From an optimization exercise on the open Yosys and OpenROAD flow, aimed at small area; shortcuts taken in it are not production practice. Function was checked by simulation only, so behaviour that the tests miss may differ from the original.

==> flow/design.v (excerpt) <==
module sell_machine_2( 
	input clk,
	input in_5j, in_1y, in_5y,
	input in_buy1, in_buy2,
	input reset, in_refund,
	output reg out_less, out_take, out_money,
	output [2:0] which_seg, output [6:0] seg);
reg shop;                  
reg [5:0] c5, c10, c50;    
reg [5:0] m1, m2;          
reg [13:0] tq;             
wire f5, f10, f50;
wire s5, s10, s50;
debounce de1(reset, clk, in_5j, s5, f5);
debounce de2(reset, clk, in_1y, s10, f10);
debounce de3(reset, clk, in_5y, s50, f50);
function automatic [5:0] inc6(input [5:0] v, input en);
	integer i; reg k;
	begin k = en; for (i = 0; i < 6; i = i + 1) begin inc6[i] = v[i] ^ k; k = k & v[i]; end end
endfunction
function automatic [5:0] dec6(input [5:0] v, input en);
	integer i; reg k;
	begin k = en; for (i = 0; i < 6; i = i + 1) begin dec6[i] = v[i] ^ k; k = k & ~v[i]; end end
endfunction
wire cclr = reset | in_refund;
always @(posedge clk) begin
	c5 <= cclr ? 6'd0 : inc6(c5, f5);
	c10 <= cclr ? 6'd0 : inc6(c10, f10);
	c50 <= cclr ? 6'd0 : inc6(c50, f50);
end
wire [10:0] y;
wire ms_1;
wire ms_2;
wire ms_3;
wire ms_4;
wire ms_5;
wire ms_6;
wire ms_7;
wire ms_8;
wire ms_9;
wire ms_10;
wire ms_11;
wire ms_12;
wire ms_13;
wire ms_14;
wire ms_15;
wire ms_16;
wire ms_17;
wire ms_18;
wire ms_19;
wire ms_20;
wire ms_21;
wire ms_22;
wire ms_23;
wire ms_24;
wire ms_25;
wire ms_26;
wire ms_27;
wire ms_28;
wire ms_29;
wire ms_30;
wire ms_31;
wire ms_32;
wire ms_33;
wire ms_34;
wire ms_35;
  ...
==> flow/config.mk <==
export PLATFORM = sky130hd
export DESIGN_NAME = sell_machine_2
export DESIGN_NICKNAME = sell_machine_2
export VERILOG_FILES = /design/flow/design.v
export SDC_FILE = /design/flow/constraint.sdc
export NUM_CORES = 4
export LEC_CHECK = 0
export ABC_AREA = 1
export CAP_MARGIN = 20
export CORE_MARGIN = 2
export CORE_UTILIZATION = 40
export SLEW_MARGIN = 20
==> flow/constraint.sdc <==
create_clock -name core_clock -period 20.0 [get_ports {clk}]
set_input_delay 4.0000 -clock core_clock [delete_from_list [all_inputs] [get_ports {clk}]]
set_output_delay 4.0000 -clock core_clock [all_outputs]
set_load 0.01 [all_outputs]
standard.sh (not shown) runs the stock make flow with config.mk's settings and CLKGATE_MAP_FILE= SYNTH_SCRIPT=/design/flow/synth_recipe.tcl, a recipe that flattens the netlist after the stock synthesis.
==> flow/flow/run.sh <==
#!/bin/bash
# Own layout flow: the standard ORFS flow, with an area-oriented ABC mapping script
# (and no pre-mapping ABC pass in Yosys) and a clock tree without dummy loads.
set -euo pipefail
W=$(pwd)
rm -rf "$W/scripts_own"
cp -r "$FLOW_HOME/scripts" "$W/scripts_own"
cp "$W/flow/abc_area.script" "$W/scripts_own/abc_area.script"
export CTS_ARGS="-sink_clustering_enable -repair_clock_nets -dont_use_dummy_load -buf_list sky130_fd_sc_hd__clkbuf_8"
bash standard.sh SCRIPTS_DIR="$W/scripts_own" SYNTH_ARGS=-noabc ABC_AREA=1 finish > "$W/standard_flow.log" 2>&1
==> flow/flow/abc_area.script <==
strash
dc2
&get -n
&st
&dch -f
&nf -R 1000 -a
&put
topo
Change:
==> flow/run.sh (new file) <==
#!/bin/bash
# synth_recipe.tcl (not shown) runs the flow's synth.tcl, then flattens the netlist and writes it again
# the make line also repeats each setting of config.mk as NAME=value (left out here)
make -C /OpenROAD-flow-scripts/flow DESIGN_CONFIG=/design/flow/config.mk WORK_HOME=/design/flow/orfs CLKGATE_MAP_FILE= SYNTH_SCRIPT=/design/flow/synth_recipe.tcl finish
removed: flow/flow/run.sh
removed: flow/flow/abc_area.script
removed: flow/standard.sh
Worst setup slack gets better by 270 ps.
First-iteration DRC count goes up by 0.85%.
Global-route usage goes up by 0.71 points.
Clock skew goes down by 15 ps.
Worst hold slack gets worse by 8.6 ps.
Area after synthesis goes up by 14%.
Routed wire length goes up by 19%.

## afterwards: timing with drivers on the ports
The flow's constraints put no driver on any port. The routed layouts listed below were extracted and timed again, unchanged, in two steps. Step 1 (the two cells are an assumption about what drives the block):
set clk [get_ports {clk}]
set_driving_cell -lib_cell sky130_fd_sc_hd__clkbuf_16 $clk
set_driving_cell -lib_cell sky130_fd_sc_hd__buf_2 [delete_from_list [all_inputs] $clk]
Step 2, shift: input delay + t, output delay - t, t = (earliest + latest rising clock arrival at the registers) / 2. This alone moves slack from input paths to output paths. Three values: no drivers, after step 1, after step 2; two values: the first two.
run	t, ns	setup slack, ns	worst hold slack (ns)	worst setup path at the end	cell pins on the clock port's net
the first run	0.373	10.763 / 10.763 / 10.763	0.393 / 0.393 / 0.393	register to register	1
the second run	0.381	11.028 / 11.028 / 11.028	0.384 / 0.384 / 0.384	register to register	1
After both steps every run listed still meets setup and hold.
